Source: an optimization exercise on an open RTL-to-GDS flow (aim: small area). Production flows keep margins and buffers that such runs may drop. In this exercise RTL edits were held to simulation tests only and were not proved equivalent to the original. Power is estimated from default activity; no workload was simulated.

[config.mk]
export PLATFORM = sky130hd
export DESIGN_NAME = Main_Piano_VGA
export DESIGN_NICKNAME = Main_Piano_VGA
export VERILOG_FILES = /design/flow/design.v
export SDC_FILE = /design/flow/constraint.sdc
export NUM_CORES = 4
export LEC_CHECK = 0
export CAP_MARGIN = 20
export CORE_MARGIN = 2
export CORE_UTILIZATION = 70
export SLEW_MARGIN = 20
[constraint.sdc]
create_clock -name core_clock -period 20.0 [get_ports {clock}]
set_input_delay 4.0000 -clock core_clock [delete_from_list [all_inputs] [get_ports {clock}]]
set_output_delay 4.0000 -clock core_clock [all_outputs]
set_load 0.01 [all_outputs]
[design.v]
`timescale 1ns / 1ps
module ROM(
    input [4:0] address,
    output [5:0] data
    );
	localparam [31:0] ROW0 = 32'b10001000010010001000000010000000;
	localparam [31:0] ROW1 = 32'b11011101101100111110010010001011;
	localparam [31:0] ROW2 = 32'b10000100101000001010001111110100;
	localparam [31:0] ROW3 = 32'b11010001110011101010001010101000;
	localparam [31:0] ROW4 = 32'b11010111101100101011110010001000;
	localparam [31:0] ROW5 = 32'b11111011110010101101100011001000;
	assign data[0] = ROW0[address];
	assign data[1] = ROW1[address];
	assign data[2] = ROW2[address];
	assign data[3] = ROW3[address];
	assign data[4] = ROW4[address];
	assign data[5] = ROW5[address];
endmodule
`timescale 1ns / 1ps
module Clk_Div #(
	parameter W = 4,
	parameter [W-1:0] TAPS = 0,
	parameter [W-1:0] S0 = 1,
	parameter [W-1:0] TERM = 0,
	parameter [W-1:0] MASK = 0,
	parameter [W-1:0] DIFF = 0
	)(
	input clk,
	input reset,
	input en,
	output tick
	);
	localparam [W-1:0] POL = {((W+1)/2){2'b10}};
	reg [W-1:0] r;
	wire [W-1:0] s = r ^ POL;
	assign tick = en & (((s ^ TERM) & MASK) == {W{1'b0}});
	wire fb = ^(s & TAPS);
	wire [W-1:0] nxt = {s[W-2:0], fb};
	wire [W-1:0] ld = {W{reset}} | (DIFF & {W{tick}});
	always @(posedge clk)
		r <= (ld & (S0 ^ POL)) | (~ld & (en ? nxt ^ POL : r));
endmodule
`timescale 1ns / 1ps
module MainSound(
    input clk,
    input reset,
    input [5:0] teclas,
    input t2,
    output [5:0] sample
    );
	reg [3:0] p16;
	always @(posedge clk)
		if (reset) p16 <= 4'd0;
		else p16 <= p16 + {3'd0, t2};
	wire t8 = t2 & p16[0] & p16[1];
	wire t16 = t8 & p16[2];
	wire t32 = t16 & p16[3];
	wire t3;
	Clk_Div #(.W(2), .TAPS(2'd3), .S0(2'd1), .TERM(2'd2), .MASK(2'd1), .DIFF(2'd0)) c3(.clk(clk), .reset(reset), .en(1'b1), .tick(t3));
	wire t5;
	Clk_Div #(.W(3), .TAPS(3'd5), .S0(3'd5), .TERM(3'd3), .MASK(3'd3), .DIFF(3'd2)) c5(.clk(clk), .reset(reset), .en(1'b1), .tick(t5));
	wire t7;
	Clk_Div #(.W(3), .TAPS(3'd5), .S0(3'd1), .TERM(3'd4), .MASK(3'd3), .DIFF(3'd0)) c7(.clk(clk), .reset(reset), .en(1'b1), .tick(t7));
	wire t11;
	Clk_Div #(.W(4), .TAPS(4'd12), .S0(4'd3), .TERM(4'd8), .MASK(4'd6), .DIFF(4'd2)) c11(.clk(clk), .reset(reset), .en(1'b1), .tick(t11));
	wire t13;
	Clk_Div #(.W(4), .TAPS(4'd9), .S0(4'd13), .TERM(4'd7), .MASK(4'd7), .DIFF(4'd2)) c13(.clk(clk), .reset(reset), .en(1'b1), .tick(t13));
	wire t17;
	Clk_Div #(.W(5), .TAPS(5'd18), .S0(5'd22), .TERM(5'd9), .MASK(5'd22), .DIFF(5'd4)) c17(.clk(clk), .reset(reset), .en(1'b1), .tick(t17));
	wire t31;
	Clk_Div #(.W(5), .TAPS(5'd18), .S0(5'd1), .TERM(5'd16), .MASK(5'd15), .DIFF(5'd0)) c31(.clk(clk), .reset(reset), .en(1'b1), .tick(t31));
	wire t37;
	Clk_Div #(.W(6), .TAPS(6'd33), .S0(6'd7), .TERM(6'd34), .MASK(6'd28), .DIFF(6'd2)) c37(.clk(clk), .reset(reset), .en(1'b1), .tick(t37));
	wire t43;
	Clk_Div #(.W(6), .TAPS(6'd33), .S0(6'd24), .TERM(6'd14), .MASK(6'd45), .DIFF(6'd4)) c43(.clk(clk), .reset(reset), .en(1'b1), .tick(t43));
	wire t83;
	Clk_Div #(.W(7), .TAPS(7'd68), .S0(7'd19), .TERM(7'd89), .MASK(7'd39), .DIFF(7'd32)) c83(.clk(clk), .reset(reset), .en(1'b1), .tick(t83));
	wire t113;
	Clk_Div #(.W(7), .TAPS(7'd65), .S0(7'd1), .TERM(7'd80), .MASK(7'd47), .DIFF(7'd32)) c113(.clk(clk), .reset(reset), .en(1'b1), .tick(t113));
	wire t127;
	Clk_Div #(.W(7), .TAPS(7'd65), .S0(7'd1), .TERM(7'd64), .MASK(7'd63), .DIFF(7'd0)) c127(.clk(clk), .reset(reset), .en(1'b1), .tick(t127));
	wire t157;
	Clk_Div #(.W(8), .TAPS(8'd150), .S0(8'd13), .TERM(8'd6), .MASK(8'd59), .DIFF(8'd1)) c157(.clk(clk), .reset(reset), .en(1'b1), .tick(t157));
	wire t269;
	Clk_Div #(.W(9), .TAPS(9'd264), .S0(9'd479), .TERM(9'd487), .MASK(9'd231), .DIFF(9'd16)) c269(.clk(clk), .reset(reset), .en(1'b1), .tick(t269));
	wire t353;
	Clk_Div #(.W(9), .TAPS(9'd264), .S0(9'd153), .TERM(9'd324), .MASK(9'd127), .DIFF(9'd16)) c353(.clk(clk), .reset(reset), .en(1'b1), .tick(t353));
	wire t359;
	Clk_Div #(.W(9), .TAPS(9'd272), .S0(9'd410), .TERM(9'd477), .MASK(9'd127), .DIFF(9'd32)) c359(.clk(clk), .reset(reset), .en(1'b1), .tick(t359));
	wire t383;
	Clk_Div #(.W(9), .TAPS(9'd264), .S0(9'd443), .TERM(9'd205), .MASK(9'd495), .DIFF(9'd32)) c383(.clk(clk), .reset(reset), .en(1'b1), .tick(t383));
	wire t419;
	Clk_Div #(.W(9), .TAPS(9'd264), .S0(9'd461), .TERM(9'd238), .MASK(9'd383), .DIFF(9'd16)) c419(.clk(clk), .reset(reset), .en(1'b1), .tick(t419));
	wire t499;
	Clk_Div #(.W(9), .TAPS(9'd264), .S0(9'd494), .TERM(9'd511), .MASK(9'd510), .DIFF(9'd16)) c499(.clk(clk), .reset(reset), .en(1'b1), .tick(t499));
	wire t529;
	Clk_Div #(.W(10), .TAPS(10'd516), .S0(10'd1008), .TERM(10'd248), .MASK(10'd471), .DIFF(10'd512)) c529(.clk(clk), .reset(reset), .en(1'b1), .tick(t529));
	wire t593;
	Clk_Div #(.W(10), .TAPS(10'd516), .S0(10'd536), .TERM(10'd524), .MASK(10'd755), .DIFF(10'd512)) c593(.clk(clk), .reset(reset), .en(1'b1), .tick(t593));
	wire t839;
	Clk_Div #(.W(10), .TAPS(10'd516), .S0(10'd882), .TERM(10'd425), .MASK(10'd1007), .DIFF(10'd32)) c839(.clk(clk), .reset(reset), .en(1'b1), .tick(t839));
	wire t1999;
	Clk_Div #(.W(11), .TAPS(11'd1026), .S0(11'd1457), .TERM(11'd730), .MASK(11'd1535), .DIFF(11'd4)) c1999(.clk(clk), .reset(reset), .en(1'b1), .tick(t1999));
	wire t2239;
	Clk_Div #(.W(12), .TAPS(12'd2179), .S0(12'd412), .TERM(12'd1230), .MASK(12'd3767), .DIFF(12'd2048)) c2239(.clk(clk), .reset(reset), .en(1'b1), .tick(t2239));
	wire t9;
	Clk_Div #(.W(2), .TAPS(2'd3), .S0(2'd1), .TERM(2'd2), .MASK(2'd1), .DIFF(2'd0)) c9(.clk(clk), .reset(reset), .en(t3), .tick(t9));
	wire t2375;
	Clk_Div #(.W(9), .TAPS(9'd264), .S0(9'd100), .TERM(9'd114), .MASK(9'd431), .DIFF(9'd128)) c2375(.clk(clk), .reset(reset), .en(t5), .tick(t2375));
	wire t1331;
	Clk_Div #(.W(7), .TAPS(7'd65), .S0(7'd2), .TERM(7'd67), .MASK(7'd125), .DIFF(7'd4)) c1331(.clk(clk), .reset(reset), .en(t11), .tick(t1331));
	reg [31:0] o;
	wire d0 = t2 & t3 & t499;   
	wire d1 = t499;   
	wire d2 = t529;   
	wire d3 = t16 & t5 & t7;   
	wire d4 = t593;   
	wire d5 = t17 & t37;   
	wire d6 = t2 & t9 & t37;   
	wire d7 = t2 & t353;   
	wire d8 = t9 & t83;   
	wire d9 = t8 & t9 & t11;   
	wire d10 = t839;   
	wire d11 = t8 & t3 & t37;   
	wire d12 = t2 & t3 & t157;   
	wire d13 = t2 & t499;   
	wire d14 = t2 & t529;   
	wire d15 = t32 & t5 & t7;   
	wire d16 = t2 & t593;   
	wire d17 = t3 & t419;   
	wire d18 = t1331;   
	wire d19 = t17 & t83;   
	wire d20 = t2 & t9 & t83;   
	wire d21 = t2 & t7 & t113;   
	wire d22 = t3 & t13 & t43;   
	wire d23 = t16 & t3 & t37;   
	wire d24 = t7 & t269;   
	wire d25 = t1999;   
	wire d26 = t2 & t3 & t383;   
	wire d27 = t2239;   
	wire d28 = t2375;   
	wire d29 = t7 & t359;   
	wire d30 = t3 & t7 & t127;   
	wire d31 = t7 & t13 & t31;   
	always @(posedge clk)
		if (reset) o <= 32'd0;
		else o <= o ^ {d31, d30, d29, d28, d27, d26, d25, d24, d23, d22, d21, d20, d19, d18, d17, d16, d15, d14, d13, d12, d11, d10, d9, d8, d7, d6, d5, d4, d3, d2, d1, d0};
	reg [5:0] sel_q;
	wire take = ~teclas[5] | (teclas[4:0] == 5'd0);
	wire [5:0] s = take ? teclas : sel_q;
	reg lvl;
	wire lvl_n = (s == 6'd0) ? lvl : o[s[4:0]];
	wire step = lvl_n & ~lvl;
	reg [4:0] addr;
	wire addr_fb = addr[4] ^ addr[1] ^ (addr[3:0] == 4'd0);
	reg played;
	wire [5:0] rom_q;
	ROM samples_rom(addr, rom_q);
	assign sample = played ? rom_q : 6'd0;
	always @(posedge clk)
		if (reset)
		begin
			sel_q <= 6'd0;
			lvl <= 1'b0;
			addr <= 5'd14;
			played <= 1'b0;
		end
		else
		begin
			sel_q <= s;
			lvl <= lvl_n;
			if (step)
			begin
				addr <= {addr[3:0], addr_fb};
				played <= 1'b1;
			end
		end
endmodule
`timescale 1ns / 1ps
module Logica_VGA(
	input clock,
	input reset,
	input [5:0] tecla,
	output [2:0] RGB,
	output H_sync,
	output V_sync,
	output t2
	);
	reg [6:0] r2;
	reg [4:0] q;
	reg [1:0] m;
	reg [7:0] l;
	reg pressed;
	wire qlast = q[4] & q[2];                                    
	wire rwrap = qlast ? (r2[5] & r2[2] & r2[1] & r2[0])         
	                   : (r2[6] & r2[3] & r2[2] & r2[0]);        
	wire [6:0] r2_n = rwrap ? 7'd0 : r2 + 7'd1;
	wire [4:0] q_n = rwrap ? (qlast ? 5'd0 : q + 5'd1) : q;
	wire vinc = qlast & (r2[3:0] == 4'hF) & ~r2[4];              
	wire lwrap = m[1] ? (l[5] & l[3] & l[2])                     
	                  : (l[7] & l[6] & l[5] & l[3] & l[2] & l[1] & l[0]);  
	wire valid = tecla[5] ? (tecla[4:0] == 5'd0) : (tecla[4:0] != 5'd0);
	wire [4:0] ti = tecla[4:0] - 5'd1;
	wire match = valid & (q_n[3:0] == ti[3:0]) & (ti[4] == m[0]);
	always @(posedge clock)
		if (r2[0])
			pressed <= match;
	always @(posedge clock)
		if (reset)
		begin
			r2 <= 7'd17;
			q <= 5'd20;
			m <= 2'd2;
			l <= 8'd32;
		end
		else
		begin
			r2 <= r2_n;
			q <= q_n;
			if (vinc)
			begin
				l <= lwrap ? 8'd0 : l + 8'd1;
				if (lwrap)
					m <= m[1] ? 2'd0 : m + 2'd1;
			end
		end
	wire rows = ~m[1] & ~(l[7] & l[6] & (l[5] | (l[4] & l[3])));   
	wire lit = ~q[4] & ~r2[6] & rows;
	assign RGB = {lit, lit & ~pressed, lit};
	assign H_sync = ~((q == 5'd16 && r2 >= 7'd40) || q == 5'd17 || (q == 5'd18 && r2 < 7'd76));
	assign V_sync = ~(m[0] & (l == 8'd237 || l == 8'd238));       
	assign t2 = ~r2[0];
endmodule
`timescale 1ns / 1ps
module Piano_VGA(
	input clk50mhz,
	input reset,
	input [5:0] tecla,
	output [2:0] RGB,
	output H_sync,
	output V_sync,
	output t2
	);
	Logica_VGA vga_logic (clk50mhz, reset, tecla, RGB, H_sync, V_sync, t2);
endmodule
`timescale 1ns / 1ps
module Main_Piano_VGA(
	input clock,
	input reset,
	input [5:0] teclas,
	output H_sync,
	output V_sync,
	output [2:0]RGB,
	output [5:0]sound4
	);
	wire t2;
	Piano_VGA vga(clock, reset, teclas, RGB, H_sync, V_sync, t2);
	MainSound sound(clock, reset, teclas, t2, sound4);
endmodule
[flow/run.sh]
#!/bin/bash
export CTS_ARGS="-sink_clustering_enable -repair_clock_nets -dont_use_dummy_load -buf_list sky130_fd_sc_hd__clkbuf_4 -root_buf sky130_fd_sc_hd__clkbuf_4 -sink_clustering_buffer sky130_fd_sc_hd__clkbuf_16 -sink_clustering_levels 1 -sink_clustering_size 36 -sink_clustering_max_diameter 95"
export BUFFER_PORTS_ARGS="-buffer_cell sky130_fd_sc_hd__buf_1"
bash standard.sh > standard.log 2>&1
[standard.sh]
#!/bin/bash
# synth_recipe.tcl (not shown) runs the flow's synth.tcl, then flattens the netlist and writes it again
# the make line also repeats each setting of config.mk as NAME=value (left out here)
make -C /OpenROAD-flow-scripts/flow DESIGN_CONFIG=/design/flow/config.mk WORK_HOME=/design/flow/orfs CLKGATE_MAP_FILE= SYNTH_SCRIPT=/design/flow/synth_recipe.tcl "${@:-finish}"
==> results.py, run 1 <==
metrics = {
    "clock_network": {
        "cts_hold_buf": 0,
        "cts_resized": 0,
        "clk_latency_ns": 0.57,
        "clock_sinks": 264,
        "cts_tree": "yes",
        "cts_buffers": 11,
        "ctsRootBufferMaster": "clkbuf_4",
        "clk_pin_slew_ns": 0.11,
        "clockBufferDepth": 3,
        "htreeDepth": 1,
        "post_cts_buffers": 0,
    },
    "die": {
        "rows": 42,
        "start_util_pct": 70.9,
        "pin_count": 19,
        "die_y_um": 119,
        "fp.dieW_um": 119,
        "core_um2": 13100,
        "dieArea_um2": 14200,
    },
    "logic_synthesis": {
        "synth_cells": 953,
        "synth.avg_cell_area_um2": 9.77,
        "synthFlopType": "dfxtp_1",
        "synth.distinct_cells": 61,
        "yosys_warnings": 28,
        "yosys.area.top_type": "dfxtp_1",
        "synth.area.top_cells": "dfxtp_1 (57%), nor2_1 (6.4%), nand2_1 (5.1%), xor2_1 (4.2%), xnor2_1 (3.3%)",
        "yosys-top-cells-count": "dfxtp_1 (263), nor2_1 (159), nand2_1 (126)",
        "synthArstFlopShare_pct": 0,
        "ys_ff_latch": 264,
        "post-synth-top-count-cell": "dfxtp_1",
        "synth_nets": 976,
        "synth_edf_count": 1,
        "synth_area_um2": 9320,
        "synth_top_area_share_pct": 56.5,
        "ys_seq_area_share_pct": 56.8,
    },
    "status": {
        "status": "complete, no violations",
    },
    "grt": {
        "grt-ovfl-total": 0,
        "track_usage_pct": 22.4,
        "antenna_found_initial": 0,
        "grt_pass1_wl_um": 27100,
        "grt_pass1_vias": 5952,
        "grt_max_degree": 112,
    },
    "detailed_routing": {
        "drtIter0Drc": 485,
        "wl_per_cell_um": 14.3,
        "viasPerCell": 5.57,
        "routed_wirelength_um": 15900,
        "ant_nets": 0,
        "drc_errors": 0,
        "vias": 6191,
        "drt-pass1-iter-count": 4,
    },
    "sta": {
        "finalCritPeriodShare_pct": 34.8,
        "finalHoldViolations": 0,
        "slew_violations": 0,
        "fin_crit_ns": 6.97,
        "fin_ws_ns": 13.03,
        "worstMarginPinSlew_ns": 0.933,
        "setup-tns-final_ns": 0,
        "setup_violations": 0,
        "max_freq_mhz": 144,
        "rsz0062_at_grt": "false",
        "fin_worst_skew_ns": 0.0227,
        "relSlewSlack_pct": 37.8,
    },
    "power": {
        "ir_worst_vdd_uv": 88.3,
        "p_leak_nw": 3.84,
        "power_density_nw_per_um2": 90.7,
        "total_power_uw": 876,
    },
    "worst_hold_path": {
        "worstHoldStart": "sound.c83.r[3]",
        "min_path_type": "reg -> reg",
    },
    "worst_setup_path": {
        "cp.arrival_ns": 7.44,
        "crit_type": "in -> reg",
        "crit_fanout": 16,
        "r2r_start": "sound.sel_q[0]",
        "worstPathRequired_ns": 20.47,
        "crit_start": "teclas[0]",
        "cp-start-kind": "primary input",
        "end_kind": "register",
        "r2r_slack_ns": 17.55,
    },
    "place": {
        "gp_congestion": 0.843,
        "dp_hpwl_um": 10800,
        "place_area_um2": 9410,
        "place_ws_ns": 12.42,
        "numPortBuffers": 18,
    },
    "final_layout": {
        "final_nets": 961,
        "layout-drive-gt1-share_pct": 3.53,
        "diodes": 0,
        "fin_util_pct": 73.6,
        "final_area_um2": 9660,
        "area_delta_synth_final_pct": 3.73,
    },
    "run": {
        "drv_cap": 0,
    },
}
==> cells by family after synthesis <==
family | count (synthesis) | synth area share (%)
mux | 24 | 3.84
buf+inv | 69 | 3.05
xor+xnor | 80 | 7.52
simple gates | 421 | 20.8
flops | 264 | 56.8
fa+ha+maj | 15 | 2.01
compound gates | 80 | 5.96
==> routing by layer <==
layer / up-vias / GRT usage (%) / wire (µm)
met2: 98 / 37.9 / 7420
met4: 0 / 4.56 / 241
li1: 3127 / - / -
met1: 2944 / 31.5 / 7680
met5: - / 0 / 0
met3: 22 / 2.44 / 542
==> cells in the final DEF (no fill, tap or decap), types with 5 or more instances in the layout <==
cell type | synthesis | layout
clkbuf_16 | 0 | 8
nor2_1 | 159 | 159
nor2b_1 | 13 | 13
dfxtp_1 | 263 | 263
ha_1 | 15 | 15
inv_1 | 19 | 19
o211ai_1 | 7 | 7
mux2i_1 | 11 | 11
a31oi_1 | 6 | 6
or3_1 | 8 | 8
o21ai_0 | 17 | 17
a211oi_1 | 12 | 12
nor3b_1 | 5 | 5
nand4_1 | 15 | 15
nand2b_1 | 11 | 11
and2_1 | 5 | 5
nor4_1 | 10 | 10
xnor2_1 | 35 | 35
nand2_1 | 126 | 126
a21oi_1 | 18 | 18
nand3_1 | 22 | 22
buf_1 | 0 | 17
xor2_1 | 45 | 45
nor3_1 | 22 | 22
==> registers in the layout, summed over array words and instances, names as in the netlist, 9 cells and up <==
register	flops
sound.c1999.r	11
sound.c2239.r	12
sound.c2375.r	9
sound.c269.r	9
sound.c353.r	9
sound.c359.r	9
sound.c383.r	9
sound.c419.r	9
sound.c499.r	9
sound.c529.r	10
sound.c593.r	10
sound.c839.r	10
sound.o	32
==> stage by stage <==
| step | cells | hold WS, ns |
|---|---|---|
| global placement | 1100 | 0.355 |
| detailed placement | 1100 | 0.359 |
| CTS | 1111 | 0.388 |
| finish | 1112 | 0.385 |
| floorplan | 953 | 0.352 |
| global route | 1112 | 0.399 |
==> area by class of cell <==
type | instances | area (µm²)
timing repair buffer | 21 | 114
fill | 1009 | 3470
inverter | 20 | 75.1
tap | 176 | 220
sequential | 264 | 5300
multi-input combinational | 620 | 3740
clock buffer | 11 | 223
==> report_power, final <==
part	internal (mW)	leakage, nW	switching, mW
Sequential	0.557	2.18	0.0245
Clock	0.0796	0.112	0.142
Combinational	0.0325	1.55	0.0399
Total	0.670	3.84	0.207
==> worst max-delay path, cell delays in order <==
cell	delay, ns
buf_1	0.23
inv_1	0.10
ha_1	0.20
nand3b_1	0.09
ha_1	0.60
mux2i_4	0.61
mux4_1	0.60
o21ai_0	0.24
a211oi_2	0.10
a22oi_4	0.34
mux2_4	0.33
==> worst paths after layout <==
| kind | to | cells past startpoint |
|---|---|---|
| min reg2reg | sound.c83.r[4] | 1 |
| max reg2reg | sound.addr[0] | 6 |
| min | sound.c83.r[4] | 1 |
| max | sound.addr[0] | 11 |
==> run 2: changes to the inputs <==
==> flow/run.sh (replaced) <==
#!/bin/bash
export CTS_ARGS="-sink_clustering_enable -repair_clock_nets -dont_use_dummy_load -buf_list sky130_fd_sc_hd__clkbuf_2 -root_buf sky130_fd_sc_hd__clkbuf_2 -sink_clustering_buffer sky130_fd_sc_hd__clkbuf_16 -sink_clustering_levels 1 -sink_clustering_size 34 -sink_clustering_max_diameter 90"
export BUFFER_PORTS_ARGS="-buffer_cell sky130_fd_sc_hd__buf_1"
bash standard.sh > standard.log 2>&1
==> run 2 against run 1 <==
  * Still clean
  * Area after synthesis is the same
  * Combinational power is essentially flat
  * Worst hold slack lost 0.047 ns
  * Via count grew 0.48%
  * Clock-buffer cell count grew 1
  * Fmax grew 1.7%
  * Clock skew grew 0.049 ns
  * Utilization grew 0.15 points
  * Sequential power is essentially flat
  * Clock power grew 2%
  * Sequential share of layout area shrank 0.11 points
==> results.py, run 2 <==
metrics = {
    "sta": {
        "setup-tns-final_ns": 0,
        "slew_violations": 0,
        "fin_worst_skew_ns": 0.0718,
        "whs_ns": 0.338,
        "max_freq_mhz": 146,
        "rsz0062_at_grt": "false",
        "finalCritPeriodShare_pct": 34.3,
        "relSlewSlack_pct": 39.1,
        "worstMarginPinSlew_ns": 0.913,
        "setup_violations": 0,
        "finalHoldViolations": 0,
        "fin_crit_ns": 6.85,
    },
    "clock_network": {
        "post_cts_buffers": 0,
        "ctsRootBufferMaster": "clkbuf_2",
        "cts_buffers": 12,
        "cts_resized": 0,
        "clock_sinks": 264,
        "htreeDepth": 1,
        "cts_hold_buf": 0,
        "cts_tree": "yes",
        "clk_latency_ns": 0.69,
        "clk_pin_slew_ns": 0.11,
        "clockBufferDepth": 3,
    },
    "die": {
        "core_um2": 13100,
        "dieArea_um2": 14200,
        "fp.dieW_um": 119,
        "start_util_pct": 70.9,
        "rows": 42,
        "pin_count": 19,
        "die_y_um": 119,
    },
    "logic_synthesis": {
        "synthArstFlopShare_pct": 0,
        "synthFlopType": "dfxtp_1",
        "synth_edf_count": 1,
        "synth_nets": 976,
        "ys_seq_area_share_pct": 56.8,
        "yosys-top-cells-count": "dfxtp_1 (263), nor2_1 (159), nand2_1 (126)",
        "synth.area.top_cells": "dfxtp_1 (57%), nor2_1 (6.4%), nand2_1 (5.1%), xor2_1 (4.2%), xnor2_1 (3.3%)",
        "synth.avg_cell_area_um2": 9.77,
        "post-synth-top-count-cell": "dfxtp_1",
        "yosys_warnings": 28,
        "synth.distinct_cells": 61,
        "yosys.area.top_type": "dfxtp_1",
        "synth_cells": 953,
        "ys_ff_latch": 264,
        "synth_top_area_share_pct": 56.5,
        "synth_area_um2": 9320,
    },
    "final_layout": {
        "top_register": "sound.o",
        "area_delta_synth_final_pct": 3.95,
        "final_area_um2": 9680,
        "layout-drive-gt1-share_pct": 3.63,
        "fin_util_pct": 73.7,
        "top_regs": "sound.o (32), sound.c2239.r (12), sound.c1999.r (11)",
        "largest_reg_flops": 32,
        "final_cell_mix": "dfxtp_1 (263), nor2_1 (159), nand2_1 (126), xor2_1 (45), xnor2_1 (35)",
        "fillCellCount": 1000,
        "layout_commonest_cell": "dfxtp_1",
        "final_nets": 962,
    },
    "grt": {
        "antenna_found_initial": 1,
        "grt-ovfl-total": 0,
        "use_met3_pct": 2.20,
        "grt_pass1_vias": 5947,
        "use_met2_pct": 37.8,
        "track_usage_pct": 22.5,
        "grt_max_degree": 112,
        "busiest_layer": "met2",
        "grt_util_met1_pct": 31.7,
        "grt_pass1_wl_um": 27100,
    },
    "worst_setup_path": {
        "cpMaxStageDelayCell": "ha_1",
        "crit_start": "teclas[0]",
        "cp-start-kind": "primary input",
        "end_kind": "register",
        "worstPathRequired_ns": 20.59,
        "crit_type": "in -> reg",
        "crit_fanout": 16,
        "crit_path_cell_trace": "buf_1 > inv_1 > ha_1 > nand3b_1 > ha_1 > mux2i_4 > mux4_1 > o21ai_0 > a211oi_2 > a22oi_4 > mux2_4",
        "cp.arrival_ns": 7.44,
        "cpMostUsedCell": "ha_1",
        "cp_top_family": "multiplexers",
        "crit_buf_inv": 2,
        "critPathMaxStageDelay_ns": 0.60,
        "r2r_start": "sound.sel_q[0]",
    },
    "detailed_routing": {
        "drtIter0Drc": 492,
        "drc_errors": 0,
        "wl_per_cell_um": 14.2,
        "routed_wirelength_um": 15800,
        "drt-pass1-iter-count": 5,
        "vias": 6221,
        "ant_nets": 0,
        "viasPerCell": 5.58,
    },
    "worst_hold_path": {
        "worstHoldStart": "sound.c157.r[6]",
        "min_path_type": "reg -> reg",
    },
    "power": {
        "total_power_uw": 880,
        "ir_worst_vdd_uv": 76.1,
        "power_density_nw_per_um2": 90.9,
        "p_leak_nw": 3.85,
    },
    "place": {
        "place_area_um2": 9410,
        "dp_hpwl_um": 10800,
        "gp_congestion": 0.843,
        "numPortBuffers": 18,
    },
    "status": {
        "status": "complete, no violations",
    },
    "run": {
        "drv_cap": 0,
    },
}
[run 2: where the power goes]
group | total [mW] | switching [mW] | internal (mW)
Combinational | 0.0722 | 0.0397 | 0.0325
Sequential | 0.582 | 0.0246 | 0.557
Clock | 0.226 | 0.143 | 0.0837
Total | 0.880 | 0.207 | 0.674
[run 2: worst paths after layout]
path / endpoint / slack, ns / cells after the start
worst max-delay path: sound.addr[0] / 13.15 / 11
worst min-delay path: sound.c157.r[7] / 0.34 / 1
worst min register to register: sound.c157.r[7] / 0.34 / 1
worst max register to register: sound.addr[0] / 17.55 / 6
[run 2: per-layer routing]
metal	part of all wire, %	vias to the layer above	routed length, µm
met5	0	-	0
met4	1.9	0	295
met3	3.2	27	501
met2	46	110	7330
met1	48	2946	7650
li1	-	3138	-
[run 2: worst reg2reg max path: stages (launching register included)]
cell	delay, ns
dfxtp_1	0.34
mux2i_4	0.41
mux4_1	0.60
o21ai_0	0.24
a211oi_2	0.10
a22oi_4	0.34
mux2_4	0.33
[run 2: metrics by stage]
| step | instances | setup WS [ns] |
|---|---|---|
| 2_1_floorplan | 953 | 13.49 |
| 5_1_grt | 1114 | 12.98 |
| 6_report | 1114 | 13.15 |
| 3_3_place_gp | 1100 | 12.54 |
| 4_1_cts | 1112 | 13.19 |
| 3_5_place_dp | 1100 | 12.42 |
[run 2: cells by family after synthesis]
group                    after synthesis  share of synthesized area, %
multiplexers                          24                          3.84
adder cells (fa/ha/maj)               15                          2.01
flip-flops                           264                          56.8
AND/OR/NAND/NOR                      421                          20.8
AO/OA/AOI/OAI                         80                          5.96
buffers and inverters                 69                          3.05
XOR/XNOR                              80                          7.52
[run 2: layout make-up]
type                    count  area [µm²]  area share (%)
well taps                 176         220            2.27
diodes                      1        2.50          0.0258
repair buffers             21         114            1.18
flip-flops and latches    264        5300            54.7
multi-input cells         620        3740            38.6
clock buffers              12         240            2.48
inverters                  20        75.1           0.775
==> run 3: changes to the inputs <==
==> flow/run.sh (replaced) <==
#!/bin/bash
export CTS_ARGS="-sink_clustering_enable -repair_clock_nets -dont_use_dummy_load -buf_list sky130_fd_sc_hd__clkbuf_2 -root_buf sky130_fd_sc_hd__clkbuf_2 -sink_clustering_buffer sky130_fd_sc_hd__clkbuf_16 -sink_clustering_levels 1 -sink_clustering_size 36 -sink_clustering_max_diameter 95"
export BUFFER_PORTS_ARGS="-buffer_cell sky130_fd_sc_hd__buf_1"
bash standard.sh > standard.log 2>&1
==> run 3 against run 2 <==
  * Still clean
  * Critical path depth did not move
  * Power fell by 0.97%
  * Area after synthesis did not move
  * Sequential cell count did not move
  * Synthesized cell count did not move
  * Largest power group unchanged
  * Final area fell by 0.28%
  * Largest cell class unchanged
  * First-iteration DRC count fell by 2.6%
  * Clock skew fell by 0.049 ns
  * Die area did not move
==> results.py, run 3 <==
metrics = {
    "logic_synthesis": {
        "synth_top_area_share_pct": 56.5,
        "synth_edf_count": 1,
        "yosys_warnings": 28,
        "synth.avg_cell_area_um2": 9.77,
        "synthArstFlopShare_pct": 0,
        "post-synth-top-count-cell": "dfxtp_1",
        "ys_seq_area_share_pct": 56.8,
        "synth_area_um2": 9320,
        "yosys.area.top_type": "dfxtp_1",
        "synth_nets": 976,
        "synthFlopType": "dfxtp_1",
        "yosys-top-cells-count": "dfxtp_1 (263), nor2_1 (159), nand2_1 (126)",
        "synth_cells": 953,
        "synth.distinct_cells": 61,
        "synth.area.top_cells": "dfxtp_1 (57%), nor2_1 (6.4%), nand2_1 (5.1%), xor2_1 (4.2%), xnor2_1 (3.3%)",
        "ys_ff_latch": 264,
    },
    "worst_hold_path": {
        "min_path_type": "reg -> reg",
        "worstHoldStart": "sound.c83.r[3]",
        "hold_depth": 1,
    },
    "worst_setup_path": {
        "r2r_slack_ns": 17.55,
        "crit_type": "in -> reg",
        "ff2ff_path_depth": 6,
        "r2r_start": "sound.sel_q[0]",
        "crit_end": "sound.addr[0]",
        "worstPathRequired_ns": 20.55,
        "crit_fanout": 16,
        "crit_start": "teclas[0]",
        "end_kind": "register",
        "cp.arrival_ns": 7.45,
        "r2r-end": "sound.addr[0]",
        "cp-start-kind": "primary input",
    },
    "sta": {
        "max_freq_mhz": 145,
        "fin_worst_skew_ns": 0.0230,
        "finalHoldViolations": 0,
        "setup_violations": 0,
        "setup-tns-final_ns": 0,
        "whs_ns": 0.385,
        "finalCritPeriodShare_pct": 34.5,
        "worstMarginPinSlew_ns": 0.932,
        "relSlewSlack_pct": 37.9,
        "fin_ws_ns": 13.10,
        "fin_crit_ns": 6.90,
        "rsz0062_at_grt": "false",
        "slew_violations": 0,
    },
    "die": {
        "dieArea_um2": 14200,
        "fp.dieW_um": 119,
        "start_util_pct": 70.9,
        "rows": 42,
        "core_um2": 13100,
        "die_y_um": 119,
        "pin_count": 19,
    },
    "place": {
        "dp_cells": 1100,
        "place_area_um2": 9410,
        "numPortBuffers": 18,
        "gp_congestion": 0.843,
        "place_ws_ns": 12.42,
        "dp_hpwl_um": 10800,
    },
    "final_layout": {
        "largest_reg_flops": 32,
        "layout-drive-gt1-share_pct": 3.53,
        "diodes": 0,
        "fin_cells": 1112,
        "final_cell_mix": "dfxtp_1 (263), nor2_1 (159), nand2_1 (126), xor2_1 (45), xnor2_1 (35)",
        "fin_util_pct": 73.5,
        "layout_commonest_cell": "dfxtp_1",
        "top_regs": "sound.o (32), sound.c2239.r (12), sound.c1999.r (11)",
        "top_register": "sound.o",
        "final_nets": 961,
        "area_delta_synth_final_pct": 3.65,
        "final_area_um2": 9660,
    },
    "status": {
        "status": "complete, no violations",
    },
    "detailed_routing": {
        "vias": 6196,
        "drtIter0Drc": 479,
        "wl_per_cell_um": 14.3,
        "drt-pass1-iter-count": 5,
        "routed_wirelength_um": 15900,
        "drc_errors": 0,
        "viasPerCell": 5.57,
        "ant_nets": 0,
    },
    "power": {
        "ir_worst_vdd_uv": 87.9,
        "power_density_nw_per_um2": 90.3,
        "total_power_uw": 872,
        "p_leak_nw": 3.84,
    },
    "clock_network": {
        "clk_pin_slew_ns": 0.12,
        "post_cts_buffers": 0,
        "clk_latency_ns": 0.66,
        "clockBufferDepth": 3,
        "cts_tree": "yes",
        "htreeDepth": 1,
        "cts_resized": 0,
        "cts_buffers": 11,
        "cts_hold_buf": 0,
        "clock_sinks": 264,
        "ctsRootBufferMaster": "clkbuf_2",
    },
    "grt": {
        "antenna_found_initial": 0,
        "track_usage_pct": 22.4,
        "grt-ovfl-total": 0,
        "grt_max_degree": 112,
        "grt_pass1_wl_um": 27100,
        "grt_pass1_vias": 5952,
    },
    "run": {
        "drv_cap": 0,
    },
}
[run 3: cell types whose count changed in the layout (fill, tap and decap cells not counted), sizes merged]
cell and delta:
clkbuf -1, diode -1
[run 3: layer usage]
metal,global-route usage [%],wire [µm],vias to the layer above
met5,0,0,-
met2,37.9,7430,100
met1,31.5,7630,2942
li1,-,-,3132
met3,2.44,593,22
met4,4.56,235,0
[run 3: where the power goes]
group | total, mW | switching (mW) | internal, mW
Sequential | 0.582 | 0.0245 | 0.557
Combinational | 0.0725 | 0.0399 | 0.0325
Clock | 0.217 | 0.142 | 0.0754
[run 3: kinds of logic after synthesis]
| logic type | synth area share (%) |
|---|---|
| multiplexers | 3.84 |
| adder cells (fa/ha/maj) | 2.01 |
| AND/OR/NAND/NOR | 20.8 |
| AO/OA/AOI/OAI | 5.96 |
| buffers and inverters | 3.05 |
| flip-flops | 56.8 |
| XOR/XNOR | 7.52 |
[run 3: cell type report]
cell class / count / area (µm²)
Sequential cell: 264 / 5300
Multi-Input combinational cell: 620 / 3740
Fill cell: 1011 / 3480
Tap cell: 176 / 220
Clock buffer: 11 / 215
Timing Repair Buffer: 21 / 114
Inverter: 20 / 75.1
[run 3: worst min path at each step]
stage                           end
floorplan           sound.c157.r[7]
global placement    sound.c157.r[7]
detailed placement   sound.c83.r[4]
CTS                  sound.c83.r[4]
global route         sound.c83.r[4]
finish               sound.c83.r[4]
[run 3: critical path: stages]
cell      delay (ns)
buf_1           0.23
inv_1           0.10
ha_1            0.20
nand3b_1        0.09
ha_1            0.61
mux2i_4         0.61
mux4_1          0.60
o21ai_0         0.24
a211oi_2        0.10
a22oi_4         0.34
mux2_4          0.33
==> run 4: changes to the inputs <==
--- a/flow/run.sh
+++ b/flow/run.sh
@@ -1,2 +1,9 @@
 #!/bin/bash
+# The standard layout (standard.sh, standard synthesis included) with two
+# changes:
+# - clock tree synthesis without dummy loads, with one level of sink
+#   clusters of up to 36 flip-flops within 95 um on clkbuf_16, and clkbuf_2
+#   above them;
+# - the smallest buffer (buf_1) on the input and output ports.
+# Its full output goes to standard.log; ORFS's own logs stay under orfs/logs.
 export CTS_ARGS="-sink_clustering_enable -repair_clock_nets -dont_use_dummy_load -buf_list sky130_fd_sc_hd__clkbuf_2 -root_buf sky130_fd_sc_hd__clkbuf_2 -sink_clustering_buffer sky130_fd_sc_hd__clkbuf_16 -sink_clustering_levels 1 -sink_clustering_size 36 -sink_clustering_max_diameter 95"
==> run 4 against run 3 <==
  * Register-to-register slack about the same
  * Still clean
  * Clock skew is the same
  * First-iteration DRC count unchanged
  * Utilization unchanged
  * Final area unchanged
  * Worst hold slack did not move
  * Sequential share of layout area unchanged
  * Power unchanged
==> results.py, run 4 <==
metrics = {
    "sta": {
        "setup-tns-final_ns": 0,
        "fin_ws_ns": 13.10,
        "finalCritPeriodShare_pct": 34.5,
        "rsz0062_at_grt": "false",
        "setup_violations": 0,
        "worstMarginPinSlew_ns": 0.932,
        "finalHoldViolations": 0,
        "fin_crit_ns": 6.90,
        "fin_worst_skew_ns": 0.0230,
        "slew_violations": 0,
        "max_freq_mhz": 145,
        "relSlewSlack_pct": 37.9,
    },
    "clock_network": {
        "ctsRootBufferMaster": "clkbuf_2",
        "cts_tree": "yes",
        "post_cts_buffers": 0,
        "cts_hold_buf": 0,
        "clk_latency_ns": 0.66,
        "cts_resized": 0,
        "clockBufferDepth": 3,
        "clock_sinks": 264,
        "cts_buffers": 11,
        "clk_pin_slew_ns": 0.12,
        "htreeDepth": 1,
    },
    "detailed_routing": {
        "viasPerCell": 5.57,
        "dr_wl_met2_um": 7430,
        "m1WireLength_um": 7630,
        "drt-pass1-iter-count": 5,
        "wl_per_cell_um": 14.3,
        "route.met3.wl_um": 593,
        "dr.max_layer_used": "met4",
        "drc_errors": 0,
        "vias": 6196,
        "drtIter0Drc": 479,
        "routed_wirelength_um": 15900,
        "ant_nets": 0,
    },
    "die": {
        "fp.dieW_um": 119,
        "start_util_pct": 70.9,
        "pin_count": 19,
        "core_um2": 13100,
        "rows": 42,
        "dieArea_um2": 14200,
        "die_y_um": 119,
    },
    "worst_hold_path": {
        "hold_depth": 1,
        "min_path_type": "reg -> reg",
    },
    "worst_setup_path": {
        "worstPathRequired_ns": 20.55,
        "cp-start-kind": "primary input",
        "ff2ff_path_depth": 6,
        "crit_type": "in -> reg",
        "end_kind": "register",
        "crit_fanout": 16,
        "cp.arrival_ns": 7.45,
    },
    "power": {
        "ir_worst_vdd_uv": 87.9,
        "power_density_nw_per_um2": 90.3,
        "p_leak_nw": 3.84,
    },
    "logic_synthesis": {
        "synth_nets": 976,
        "synth.avg_cell_area_um2": 9.77,
        "ys_seq_area_share_pct": 56.8,
        "synth_edf_count": 1,
        "yosys-top-cells-count": "dfxtp_1 (263), nor2_1 (159), nand2_1 (126)",
        "yosys_warnings": 28,
        "synth.area.top_cells": "dfxtp_1 (57%), nor2_1 (6.4%), nand2_1 (5.1%), xor2_1 (4.2%), xnor2_1 (3.3%)",
        "yosys.area.top_type": "dfxtp_1",
        "synthFlopType": "dfxtp_1",
        "post-synth-top-count-cell": "dfxtp_1",
        "synth_top_area_share_pct": 56.5,
        "synth_cells": 953,
        "ys_ff_latch": 264,
        "synth.distinct_cells": 61,
        "synth_area_um2": 9320,
        "synthArstFlopShare_pct": 0,
    },
    "final_layout": {
        "final_cell_mix": "dfxtp_1 (263), nor2_1 (159), nand2_1 (126), xor2_1 (45), xnor2_1 (35)",
        "largest_reg_flops": 32,
        "layout_commonest_cell": "dfxtp_1",
        "fin_util_pct": 73.5,
        "diodes": 0,
        "final_nets": 961,
        "area_delta_synth_final_pct": 3.65,
        "top_regs": "sound.o (32), sound.c2239.r (12), sound.c1999.r (11)",
        "layout-drive-gt1-share_pct": 3.53,
        "fillCellCount": 1011,
        "top_register": "sound.o",
    },
    "place": {
        "numPortBuffers": 18,
        "dp_hpwl_um": 10800,
        "gp_congestion": 0.843,
        "place_ws_ns": 12.42,
    },
    "run": {
        "drv_cap": 0,
    },
    "grt": {
        "grt_max_degree": 112,
        "grt-ovfl-total": 0,
        "track_usage_pct": 22.4,
        "antenna_found_initial": 0,
        "grt_pass1_wl_um": 27100,
        "grt_pass1_vias": 5952,
    },
    "status": {
        "status": "complete, no violations",
    },
}
-- run 4: worst max-delay path, stage by stage --
cell and delay (ns):
buf_1 0.23, inv_1 0.10, ha_1 0.20, nand3b_1 0.09, ha_1 0.61, mux2i_4 0.61, mux4_1 0.60, o21ai_0 0.24
a211oi_2 0.10, a22oi_4 0.34, mux2_4 0.33
-- run 4: final timing paths --
path | from | to | slack (ns)
worst min register to register | sound.c83.r[3] | sound.c83.r[4] | 0.39
worst max-delay path | teclas[0] | sound.addr[0] | 13.10
worst min-delay path | sound.c83.r[3] | sound.c83.r[4] | 0.39
worst max register to register | sound.sel_q[0] | sound.addr[0] | 17.55
-- run 4: logic make-up after synthesis --
kind of cell | after synthesis | synth area share [%]
fa+ha+maj | 15 | 2.01
mux | 24 | 3.84
flops | 264 | 56.8
xor+xnor | 80 | 7.52
compound gates | 80 | 5.96
simple gates | 421 | 20.8
buf+inv | 69 | 3.05
-- run 4: area by class of cell --
class	count	area [µm²]	share of cell area [%]
Timing Repair Buffer	21	114	1.18
Sequential cell	264	5300	54.8
Clock buffer	11	215	2.23
Inverter	20	75.1	0.778
Multi-Input combinational cell	620	3740	38.7
Tap cell	176	220	2.28
-- run 4: metal layers --
metal,global-route usage [%],up-vias
met3,2.44,22
met2,37.9,100
met1,31.5,2942
met5,0,-
met4,4.56,0
li1,-,3132
-- run 4: per-stage QoR --
| stage | instance area, µm² | hold WS, ns | cells | total power [mW] |
|---|---|---|---|---|
| finish | 9660 | 0.385 | 1112 | 0.872 |
| CTS | 9630 | 0.388 | 1111 | 0.879 |
| global route | 9660 | 0.399 | 1112 | 0.912 |
| detailed placement | 9410 | 0.359 | 1100 | 0.666 |
| global placement | 9410 | 0.355 | 1100 | 0.660 |
| floorplan | 9320 | 0.352 | 953 | 0.648 |
-- run 4: where the power goes --
| part | internal [mW] | total (mW) | switching, mW |
|---|---|---|---|
| clock network | 0.0754 | 0.217 | 0.142 |
| registers | 0.557 | 0.582 | 0.0245 |
| logic | 0.0325 | 0.0725 | 0.0399 |
| total | 0.665 | 0.872 | 0.207 |
==> run 5: changes to the inputs <==
--- a/flow/run.sh
+++ b/flow/run.sh
@@ -8,3 +8,3 @@
 # Its full output goes to standard.log; ORFS's own logs stay under orfs/logs.
-export CTS_ARGS="-sink_clustering_enable -repair_clock_nets -dont_use_dummy_load -buf_list sky130_fd_sc_hd__clkbuf_2 -root_buf sky130_fd_sc_hd__clkbuf_2 -sink_clustering_buffer sky130_fd_sc_hd__clkbuf_16 -sink_clustering_levels 1 -sink_clustering_size 36 -sink_clustering_max_diameter 95"
+export CTS_ARGS="-sink_clustering_enable -repair_clock_nets -dont_use_dummy_load -buf_list sky130_fd_sc_hd__clkbuf_2 -root_buf sky130_fd_sc_hd__clkbuf_2 -sink_clustering_buffer sky130_fd_sc_hd__buf_12 -sink_clustering_levels 1 -sink_clustering_size 30 -sink_clustering_max_diameter 80"
 export BUFFER_PORTS_ARGS="-buffer_cell sky130_fd_sc_hd__buf_1"
==> run 5 against run 4 <==
  * Non-clock buffer count did not move
  * Synthesized cell count did not move
  * Largest power group unchanged
  * Highest routed layer unchanged
  * Sequential share of layout area barely moved
  * Worst setup slack improved by 0.10 ns
  * Combinational power barely moved
==> results.py, run 5 <==
metrics = {
    "status": {
        "status": "complete, no violations",
    },
    "logic_synthesis": {
        "synth_edf_count": 1,
        "yosys.area.top_type": "dfxtp_1",
        "yosys_warnings": 28,
        "yosys-top-cells-count": "dfxtp_1 (263), nor2_1 (159), nand2_1 (126)",
        "synth_cells": 953,
        "synth.distinct_cells": 61,
        "synthFlopType": "dfxtp_1",
        "post-synth-top-count-cell": "dfxtp_1",
        "synthArstFlopShare_pct": 0,
        "synth_area_um2": 9320,
        "ys_seq_area_share_pct": 56.8,
        "synth.area.top_cells": "dfxtp_1 (57%), nor2_1 (6.4%), nand2_1 (5.1%), xor2_1 (4.2%), xnor2_1 (3.3%)",
        "ys_ff_latch": 264,
        "synth.avg_cell_area_um2": 9.77,
        "synth_nets": 976,
        "synth_top_area_share_pct": 56.5,
    },
    "grt": {
        "antenna_found_initial": 0,
        "grt_pass1_vias": 5942,
        "grt-ovfl-total": 0,
        "grt_max_degree": 112,
        "grt_pass1_wl_um": 27100,
        "track_usage_pct": 22.4,
    },
    "sta": {
        "slew_violations": 0,
        "worstMarginPinSlew_ns": 0.935,
        "relSlewSlack_pct": 37.6,
        "fin_worst_skew_ns": 0.146,
        "max_freq_mhz": 147,
        "setup_violations": 0,
        "rsz0062_at_grt": "false",
        "finalHoldViolations": 0,
        "setup-tns-final_ns": 0,
        "whs_ns": 0.261,
        "finalCritPeriodShare_pct": 34.0,
        "fin_crit_ns": 6.80,
    },
    "worst_setup_path": {
        "cp_top_family": "multiplexers",
        "cpMaxStageDelayCell": "ha_1",
        "cpMostUsedCell": "ha_1",
        "r2r_slack_ns": 17.57,
        "critPathMaxStageDelay_ns": 0.60,
        "end_kind": "register",
        "worstPathRequired_ns": 20.63,
        "cp.arrival_ns": 7.43,
        "crit_buf_inv": 2,
        "cp-start-kind": "primary input",
        "crit_path_cell_trace": "buf_1 > inv_1 > ha_1 > nand3b_1 > ha_1 > mux2i_4 > mux4_1 > o21ai_0 > a211oi_2 > a22oi_4 > mux2_4",
        "crit_fanout": 16,
        "path_depth": 11,
        "ff2ff_path_depth": 6,
        "crit_type": "in -> reg",
    },
    "die": {
        "core_um2": 13100,
        "dieArea_um2": 14200,
        "pin_count": 19,
        "fp.dieW_um": 119,
        "rows": 42,
        "die_y_um": 119,
        "start_util_pct": 70.9,
    },
    "final_layout": {
        "diodes": 0,
        "area_delta_synth_final_pct": 3.57,
        "multi_input_area_um2": 3740,
        "fillCellCount": 1011,
        "largest_reg_flops": 32,
        "final_cell_mix": "dfxtp_1 (263), nor2_1 (159), nand2_1 (126), xor2_1 (45), xnor2_1 (35)",
        "fin_cells": 1114,
        "seq_area_um2": 5300,
        "fin_util_pct": 73.4,
        "top_regs": "sound.o (32), sound.c2239.r (12), sound.c1999.r (11)",
        "layout-drive-gt1-share_pct": 3.73,
        "layout_commonest_cell": "dfxtp_1",
        "final_area_um2": 9650,
        "top_register": "sound.o",
        "final_nets": 963,
    },
    "clock_network": {
        "cts_resized": 0,
        "htreeDepth": 1,
        "clock_sinks": 264,
        "cts_hold_buf": 0,
        "post_cts_buffers": 0,
        "clk_pin_slew_ns": 0.11,
        "clk_latency_ns": 0.73,
        "ctsRootBufferMaster": "clkbuf_2",
        "cts_buffers": 13,
        "cts_tree": "yes",
        "clockBufferDepth": 3,
    },
    "worst_hold_path": {
        "min_path_type": "reg -> reg",
        "hold_depth": 1,
    },
    "place": {
        "dp_cells": 1100,
        "place_area_um2": 9410,
        "dp_hpwl_um": 10800,
        "gp_congestion": 0.843,
        "numPortBuffers": 18,
    },
    "detailed_routing": {
        "drc_errors": 0,
        "wl_per_cell_um": 14.2,
        "drtIter0Drc": 475,
        "drt-pass1-iter-count": 4,
        "ant_nets": 0,
        "vias": 6272,
        "viasPerCell": 5.63,
        "routed_wirelength_um": 15800,
    },
    "power": {
        "ir_worst_vdd_uv": 96.3,
        "p_leak_nw": 3.83,
        "power_density_nw_per_um2": 91.5,
    },
    "run": {
        "drv_cap": 0,
    },
}
run 5: cell types whose count changed in the layout (fill, tap and decap cells not counted), sizes merged:
cell / before / now
clkbuf: 12 / 4
buf: 20 / 30
run 5: layout make-up:
type                       instances  share of cell area (%)
inverter                          20                   0.778
timing repair buffer              21                    1.10
clock buffer                      13                    2.23
sequential                       264                    54.9
multi-input combinational        620                    38.7
tap                              176                    2.28
run 5: through the flow:
stage	setup WS, ns	total power, mW
2_1_floorplan	13.49	0.648
3_3_place_gp	12.54	0.660
3_5_place_dp	12.42	0.666
4_1_cts	13.22	0.890
5_1_grt	13.02	0.923
6_report	13.20	0.883
run 5: layer usage:
metal,global-route usage [%],share of wire [%],vias to the layer above
li1,-,-,3140
met3,2.20,2.9,23
met5,0,0,-
met2,37.8,47,92
met1,32.1,48,3017
met4,4.12,1.6,0
run 5: path summary, 6_finish.rpt:
path | to | from
setup / recovery | sound.addr[0] | teclas[0]
hold / removal | sound.c43.r[2] | sound.c43.r[1]
setup reg to reg | sound.addr[0] | sound.sel_q[0]
hold reg to reg | sound.c43.r[2] | sound.c43.r[1]
run 5: report_power, final:
| group | switching, mW | total (mW) | internal, mW |
|---|---|---|---|
| Sequential | 0.0245 | 0.582 | 0.557 |
| Clock | 0.148 | 0.229 | 0.0807 |
| Combinational | 0.0399 | 0.0722 | 0.0324 |
run 5: cell families after synthesis:
group	count (synthesis)	share of synthesized area (%)
and+or+nand+nor	421	20.8
buffers and inverters	69	3.05
muxes	24	3.84
xor gates and xnor gates	80	7.52
adders and majority gates	15	2.01
DFF	264	56.8
AOI/OAI and AO/OA	80	5.96
==> run 6: changes to the inputs <==
--- a/flow/run.sh
+++ b/flow/run.sh
@@ -8,3 +8,3 @@
 # Its full output goes to standard.log; ORFS's own logs stay under orfs/logs.
-export CTS_ARGS="-sink_clustering_enable -repair_clock_nets -dont_use_dummy_load -buf_list sky130_fd_sc_hd__clkbuf_2 -root_buf sky130_fd_sc_hd__clkbuf_2 -sink_clustering_buffer sky130_fd_sc_hd__buf_12 -sink_clustering_levels 1 -sink_clustering_size 30 -sink_clustering_max_diameter 80"
+export CTS_ARGS="-sink_clustering_enable -repair_clock_nets -dont_use_dummy_load -buf_list sky130_fd_sc_hd__clkbuf_2 -root_buf sky130_fd_sc_hd__clkbuf_2 -sink_clustering_buffer sky130_fd_sc_hd__buf_12 -sink_clustering_levels 1 -sink_clustering_size 34 -sink_clustering_max_diameter 90"
 export BUFFER_PORTS_ARGS="-buffer_cell sky130_fd_sc_hd__buf_1"
==> run 6 against run 5 <==
  * Power is 1.1% lower
  * Final area is 0.10% lower
  * Cell count stayed put
  * Utilization is 0.076 points lower
  * Die area stayed put
  * Fmax is 1.1% lower
  * First-iteration DRC count is 12% lower
  * Critical path type unchanged
  * Critical endpoint unchanged
  * Largest cell class unchanged
==> results.py, run 6 <==
metrics = {
    "status": {
        "status": "complete, no violations",
    },
    "worst_setup_path": {
        "crit_type": "in -> reg",
        "worstPathRequired_ns": 20.55,
        "cp-start-kind": "primary input",
        "crit_fanout": 16,
        "end_kind": "register",
        "cp.arrival_ns": 7.42,
    },
    "final_layout": {
        "top_regs": "sound.o (32), sound.c2239.r (12), sound.c1999.r (11)",
        "largest_reg_flops": 32,
        "seq_area_um2": 5300,
        "area_delta_synth_final_pct": 3.47,
        "top_register": "sound.o",
        "final_cell_mix": "dfxtp_1 (263), nor2_1 (159), nand2_1 (126), xor2_1 (45), xnor2_1 (35)",
        "fillCellCount": 1007,
        "multi_input_area_um2": 3740,
        "layout_commonest_cell": "dfxtp_1",
        "final_nets": 962,
        "layout-drive-gt1-share_pct": 3.63,
    },
    "detailed_routing": {
        "drtIter0Drc": 417,
        "viasPerCell": 5.55,
        "drc_errors": 0,
        "drt-pass1-iter-count": 7,
        "wl_per_cell_um": 14.2,
        "routed_wirelength_um": 15900,
        "vias": 6179,
        "ant_nets": 0,
    },
    "die": {
        "die_y_um": 119,
        "pin_count": 19,
        "core_um2": 13100,
        "start_util_pct": 70.9,
        "dieArea_um2": 14200,
        "fp.dieW_um": 119,
        "rows": 42,
    },
    "sta": {
        "rsz0062_at_grt": "false",
        "finalCritPeriodShare_pct": 34.4,
        "setup-tns-final_ns": 0,
        "worstMarginPinSlew_ns": 0.932,
        "setup_violations": 0,
        "fin_crit_ns": 6.87,
        "slew_violations": 0,
        "whs_ns": 0.333,
        "relSlewSlack_pct": 37.8,
        "finalHoldViolations": 0,
        "fin_worst_skew_ns": 0.0454,
        "fin_ws_ns": 13.13,
        "max_freq_mhz": 146,
    },
    "clock_network": {
        "clk_latency_ns": 0.66,
        "htreeDepth": 1,
        "ctsRootBufferMaster": "clkbuf_2",
        "clock_sinks": 264,
        "clk_pin_slew_ns": 0.11,
        "cts_tree": "yes",
        "cts_resized": 0,
        "cts_buffers": 12,
        "cts_hold_buf": 0,
        "post_cts_buffers": 0,
        "clockBufferDepth": 3,
    },
    "worst_hold_path": {
        "min_path_type": "reg -> reg",
    },
    "logic_synthesis": {
        "synth.distinct_cells": 61,
        "synthArstFlopShare_pct": 0,
        "synth_area_um2": 9320,
        "synth.area.top_cells": "dfxtp_1 (57%), nor2_1 (6.4%), nand2_1 (5.1%), xor2_1 (4.2%), xnor2_1 (3.3%)",
        "post-synth-top-count-cell": "dfxtp_1",
        "synth_nets": 976,
        "synth_cells": 953,
        "ys_ff_latch": 264,
        "synth_edf_count": 1,
        "synth_top_area_share_pct": 56.5,
        "synth.avg_cell_area_um2": 9.77,
        "synthFlopType": "dfxtp_1",
        "ys_seq_area_share_pct": 56.8,
        "yosys-top-cells-count": "dfxtp_1 (263), nor2_1 (159), nand2_1 (126)",
        "yosys_warnings": 28,
        "yosys.area.top_type": "dfxtp_1",
    },
    "grt": {
        "track_usage_pct": 22.5,
        "antenna_found_initial": 1,
        "use_met2_pct": 38.0,
        "busiest_layer": "met2",
        "grt_pass1_wl_um": 27000,
        "grt_max_degree": 112,
        "grt_util_met1_pct": 31.7,
        "grt-ovfl-total": 0,
        "use_met3_pct": 2.16,
        "grt_pass1_vias": 5924,
    },
    "place": {
        "dp_hpwl_um": 10800,
        "numPortBuffers": 18,
        "gp_congestion": 0.843,
        "place_ws_ns": 12.42,
    },
    "power": {
        "ir_worst_vdd_uv": 66.4,
        "total_power_uw": 873,
        "power_density_nw_per_um2": 90.6,
        "p_leak_nw": 3.83,
    },
    "run": {
        "drv_cap": 0,
    },
}
[run 6: cell count changes in the layout (fill, tap and decap cells not counted)]
cell | before | now
buf_12 | 11 | 9
buf_16 | 0 | 1
diode_2 | 0 | 1
[run 6: kinds of logic (layout without fill, tap and decap cells)]
| family | Yosys count | in the layout | synth area share [%] |
|---|---|---|---|
| adder cells (fa/ha/maj) | 15 | 15 | 2.01 |
| AND/OR/NAND/NOR | 421 | 421 | 20.8 |
| other | 0 | 1 | 0 |
| AO/OA/AOI/OAI | 80 | 80 | 5.96 |
| XOR/XNOR | 80 | 80 | 7.52 |
| multiplexers | 24 | 24 | 3.84 |
| buffers and inverters | 69 | 53 | 3.05 |
| flip-flops | 264 | 264 | 56.8 |
[run 6: final timing paths]
check                  startpoint         endpoint  slack [ns]  cells after the start
setup / recovery        teclas[0]    sound.addr[0]       13.13                     11
hold / removal    sound.c157.r[6]  sound.c157.r[7]        0.33                      1
setup reg to reg   sound.sel_q[0]    sound.addr[0]       17.56                      6
hold reg to reg   sound.c157.r[6]  sound.c157.r[7]        0.33                      1
[run 6: final cells by class]
type,instances,share of cell area (%)
clock buffers,12,2.03
repair buffers,21,1.18
well taps,176,2.28
inverters,20,0.779
diodes,1,0.0260
multi-input cells,620,38.8
flip-flops and latches,264,54.9
[run 6: report_power, final]
| part | leakage [nW] | switching, mW | internal (mW) | total [mW] |
|---|---|---|---|---|
| logic | 1.55 | 0.0399 | 0.0325 | 0.0724 |
| clock network | 0.0970 | 0.146 | 0.0731 | 0.219 |
| registers | 2.18 | 0.0246 | 0.557 | 0.582 |
| total | 3.83 | 0.210 | 0.663 | 0.873 |
[run 6: worst max-delay path, stage by stage]
cell	delay (ns)
buf_1	0.23
inv_1	0.10
ha_1	0.20
nand3b_1	0.09
ha_1	0.59
mux2i_4	0.61
mux4_1	0.60
o21ai_0	0.23
a211oi_2	0.09
a22oi_4	0.34
mux2_4	0.33
[run 6: through the flow]
stage	utilization (%)	instances	cell area (µm²)
floorplan	-	953	9320
global placement	71.6	1100	9410
detailed placement	71.6	1100	9410
CTS	73.1	1112	9610
global route	73.4	1114	9640
finish	73.4	1114	9640
[run 6: layer usage]
| metal | vias to the layer above | part of all wire [%] |
|---|---|---|
| met2 | 84 | 46 |
| met5 | - | 0 |
| met1 | 2944 | 49 |
| met4 | 0 | 1.7 |
| met3 | 22 | 3.1 |
| li1 | 3129 | - |
==> run 7: changes to the inputs <==
--- a/flow/run.sh
+++ b/flow/run.sh
@@ -4,3 +4,3 @@
 # - clock tree synthesis without dummy loads, with one level of sink
-#   clusters of up to 36 flip-flops within 95 um on clkbuf_16, and clkbuf_2
+#   clusters of up to 34 flip-flops within 90 um on buf_12, and clkbuf_2
 #   above them;
==> run 7 against run 6 <==
  * First-iteration DRC count stayed put
  * Non-clock buffer count stayed put
  * Sequential power hardly changed
  * Critical path type unchanged
  * Final area stayed put
  * Power stayed put
  * Largest cell class unchanged
  * Clock-buffer cell count stayed put
  * Register-to-register slack hardly changed
  * Utilization stayed put
==> results.py, run 7 <==
metrics = {
    "logic_synthesis": {
        "synthArstFlopShare_pct": 0,
        "yosys-top-cells-count": "dfxtp_1 (263), nor2_1 (159), nand2_1 (126)",
        "synth_compound_area_share_pct": 5.96,
        "synth.distinct_cells": 61,
        "ys_ff_latch": 264,
        "yosys_warnings": 28,
        "post-synth-top-count-cell": "dfxtp_1",
        "synth.area.top_cells": "dfxtp_1 (57%), nor2_1 (6.4%), nand2_1 (5.1%), xor2_1 (4.2%), xnor2_1 (3.3%)",
        "synth_edf_count": 1,
        "synth_top_area_share_pct": 56.5,
        "synth_fa_ha_area_share_pct": 2.01,
        "synth-simple-area-share_pct": 20.8,
        "ys_seq_area_share_pct": 56.8,
        "synth_cells": 953,
        "synth.avg_cell_area_um2": 9.77,
        "yosys.area.top_type": "dfxtp_1",
        "synthFlopType": "dfxtp_1",
        "synth_nets": 976,
        "synthMuxAreaShare_pct": 3.84,
        "synth_area_um2": 9320,
        "synth_xor_area_share_pct": 7.52,
        "synth_top_family_by_area": "simple AND/OR/NAND/NOR gates",
    },
    "die": {
        "start_util_pct": 70.9,
        "die_y_um": 119,
        "rows": 42,
        "fp.dieW_um": 119,
        "dieArea_um2": 14200,
        "core_um2": 13100,
        "pin_count": 19,
    },
    "final_layout": {
        "fin_cells": 1114,
        "layout-drive-gt1-share_pct": 3.63,
        "final_area_um2": 9640,
        "top_regs": "sound.o (32), sound.c2239.r (12), sound.c1999.r (11)",
        "layout_commonest_cell": "dfxtp_1",
        "final_nets": 962,
        "final_cell_mix": "dfxtp_1 (263), nor2_1 (159), nand2_1 (126), xor2_1 (45), xnor2_1 (35)",
        "largest_reg_flops": 32,
        "top_register": "sound.o",
        "area_delta_synth_final_pct": 3.47,
    },
    "worst_setup_path": {
        "end_kind": "register",
        "cpMaxStageDelayCell": "mux2i_4",
        "cp-start-kind": "primary input",
        "r2r-end": "sound.addr[0]",
        "critPathMaxStageDelay_ns": 0.61,
        "crit_buf_inv": 2,
        "ff2ff_path_depth": 6,
        "r2r_start": "sound.sel_q[0]",
        "crit_type": "in -> reg",
        "r2r_slack_ns": 17.56,
        "crit_path_cell_trace": "buf_1 > inv_1 > ha_1 > nand3b_1 > ha_1 > mux2i_4 > mux4_1 > o21ai_0 > a211oi_2 > a22oi_4 > mux2_4",
        "cp_top_family": "multiplexers",
        "cpMostUsedCell": "ha_1",
        "worstPathRequired_ns": 20.55,
        "cp.arrival_ns": 7.42,
        "crit_fanout": 16,
    },
    "clock_network": {
        "cts_resized": 0,
        "clk_pin_slew_ns": 0.11,
        "clockBufferDepth": 3,
        "cts_tree": "yes",
        "ctsRootBufferMaster": "clkbuf_2",
        "clock_sinks": 264,
        "htreeDepth": 1,
        "clk_latency_ns": 0.66,
        "cts_hold_buf": 0,
        "cts_buffers": 12,
        "post_cts_buffers": 0,
    },
    "grt": {
        "grt_pass1_vias": 5924,
        "grt-ovfl-total": 0,
        "antenna_found_initial": 1,
        "track_usage_pct": 22.5,
        "grt_pass1_wl_um": 27000,
        "grt_max_degree": 112,
    },
    "sta": {
        "slew_violations": 0,
        "worstMarginPinSlew_ns": 0.932,
        "setup_violations": 0,
        "setup-tns-final_ns": 0,
        "relSlewSlack_pct": 37.8,
        "fin_worst_skew_ns": 0.0454,
        "finalCritPeriodShare_pct": 34.4,
        "whs_ns": 0.333,
        "rsz0062_at_grt": "false",
        "max_freq_mhz": 146,
        "fin_crit_ns": 6.87,
        "finalHoldViolations": 0,
    },
    "detailed_routing": {
        "wl_per_cell_um": 14.2,
        "drtIter0Drc": 417,
        "routed_wirelength_um": 15900,
        "ant_nets": 0,
        "drt-pass1-iter-count": 7,
        "viasPerCell": 5.55,
        "vias": 6179,
        "drc_errors": 0,
    },
    "worst_hold_path": {
        "worstHoldStart": "sound.c157.r[6]",
        "min_path_type": "reg -> reg",
        "hold_end": "sound.c157.r[7]",
        "hold_depth": 1,
    },
    "place": {
        "dp_hpwl_um": 10800,
        "gp_congestion": 0.843,
        "place_area_um2": 9410,
        "dp_cells": 1100,
        "numPortBuffers": 18,
    },
    "status": {
        "status": "complete, no violations",
    },
    "power": {
        "ir_worst_vdd_uv": 66.4,
        "power_density_nw_per_um2": 90.6,
        "p_leak_nw": 3.83,
    },
    "run": {
        "drv_cap": 0,
    },
}
## run 7: cell counts after synthesis
Identical to the previous run, type by type.
## run 7: layer usage
metal	GRT usage [%]	routed length, µm	up-vias	share of wire, %
li1	-	-	3129	-
met1	31.7	7760	2944	49
met2	38.0	7350	84	46
met3	2.16	489	22	3.1
met4	4.93	264	0	1.7
met5	0	0	-	0
## run 7: stage by stage
step                      utilization [%]  setup WS [ns]  power [mW]
after floorplan                         -          13.49       0.648
after global placement               71.6          12.54       0.660
after detailed placement             71.6          12.42       0.666
after CTS                            73.1          13.15       0.879
after global routing                 73.4          12.96       0.913
final                                73.4          13.13       0.873
## run 7: worst max-delay path by stage
| stage | end | start | cells past startpoint | slack (ns) |
|---|---|---|---|---|
| 3_3_place_gp | sound.addr[0] | teclas[0] | 11 | 12.54 |
| 3_5_place_dp | sound.addr[0] | teclas[0] | 11 | 12.42 |
| 2_1_floorplan | sound.addr[0] | teclas[2] | 12 | 13.49 |
| 6_report | sound.addr[0] | teclas[0] | 11 | 13.13 |
| 5_1_grt | sound.addr[0] | teclas[0] | 11 | 12.96 |
| 4_1_cts | sound.addr[0] | teclas[0] | 11 | 13.15 |
## run 7: layout make-up
cell class / instances / area [µm²]
sequential: 264 / 5300
multi-input combinational: 620 / 3740
fill: 1007 / 3500
tap: 176 / 220
clock buffer: 12 / 195
timing repair buffer: 21 / 114
inverter: 20 / 75.1
antenna: 1 / 2.50
## run 7: cells by family after synthesis
family,after synthesis
fa+ha+maj,15
xor+xnor,80
buf+inv,69
simple gates,421
compound gates,80
mux,24
flops,264
## run 7: where the power goes
group / internal (mW) / switching, mW
combinational: 0.0325 / 0.0399
clock: 0.0731 / 0.146
sequential: 0.557 / 0.0246

separate check: timing with driven ports:
No port has a modelled driver above. Below, the same layouts with a new extraction and two added sets of constraints.
Step 1, drivers: a clkbuf_16 drives clock and a buf_2 each remaining input, both assumed.
Step 2, shift: input delay + t, output delay - t, t = (earliest + latest rising clock arrival at the registers) / 2. This alone moves slack from input paths to output paths.
Three values: ideal ports, drivers, drivers and shift; two values: the first two.
run | t, ns | setup slack, ns | cell pins on the clock port's net
run 1 | 0.595 | 13.032 / 13.011 / 12.416 | 1
run 2 | 0.692 | 13.150 / 13.132 / 12.440 | 1
run 3 | 0.679 | 13.102 / 13.081 / 12.402 | 1
run 4 | 0.679 | 13.102 / 13.081 / 12.402 | 1
run 5 | 0.688 | 13.201 / 13.184 / 12.496 | 1
run 6 | 0.670 | 13.129 / 13.111 / 12.441 | 1
run 7 | 0.670 | 13.129 / 13.111 / 12.441 | 1
After both steps setup and hold are still met in every run listed. For run 2, which loses most, drivers alone change the setup slack by -0.018 ns; drivers and shift together by -0.710 ns.
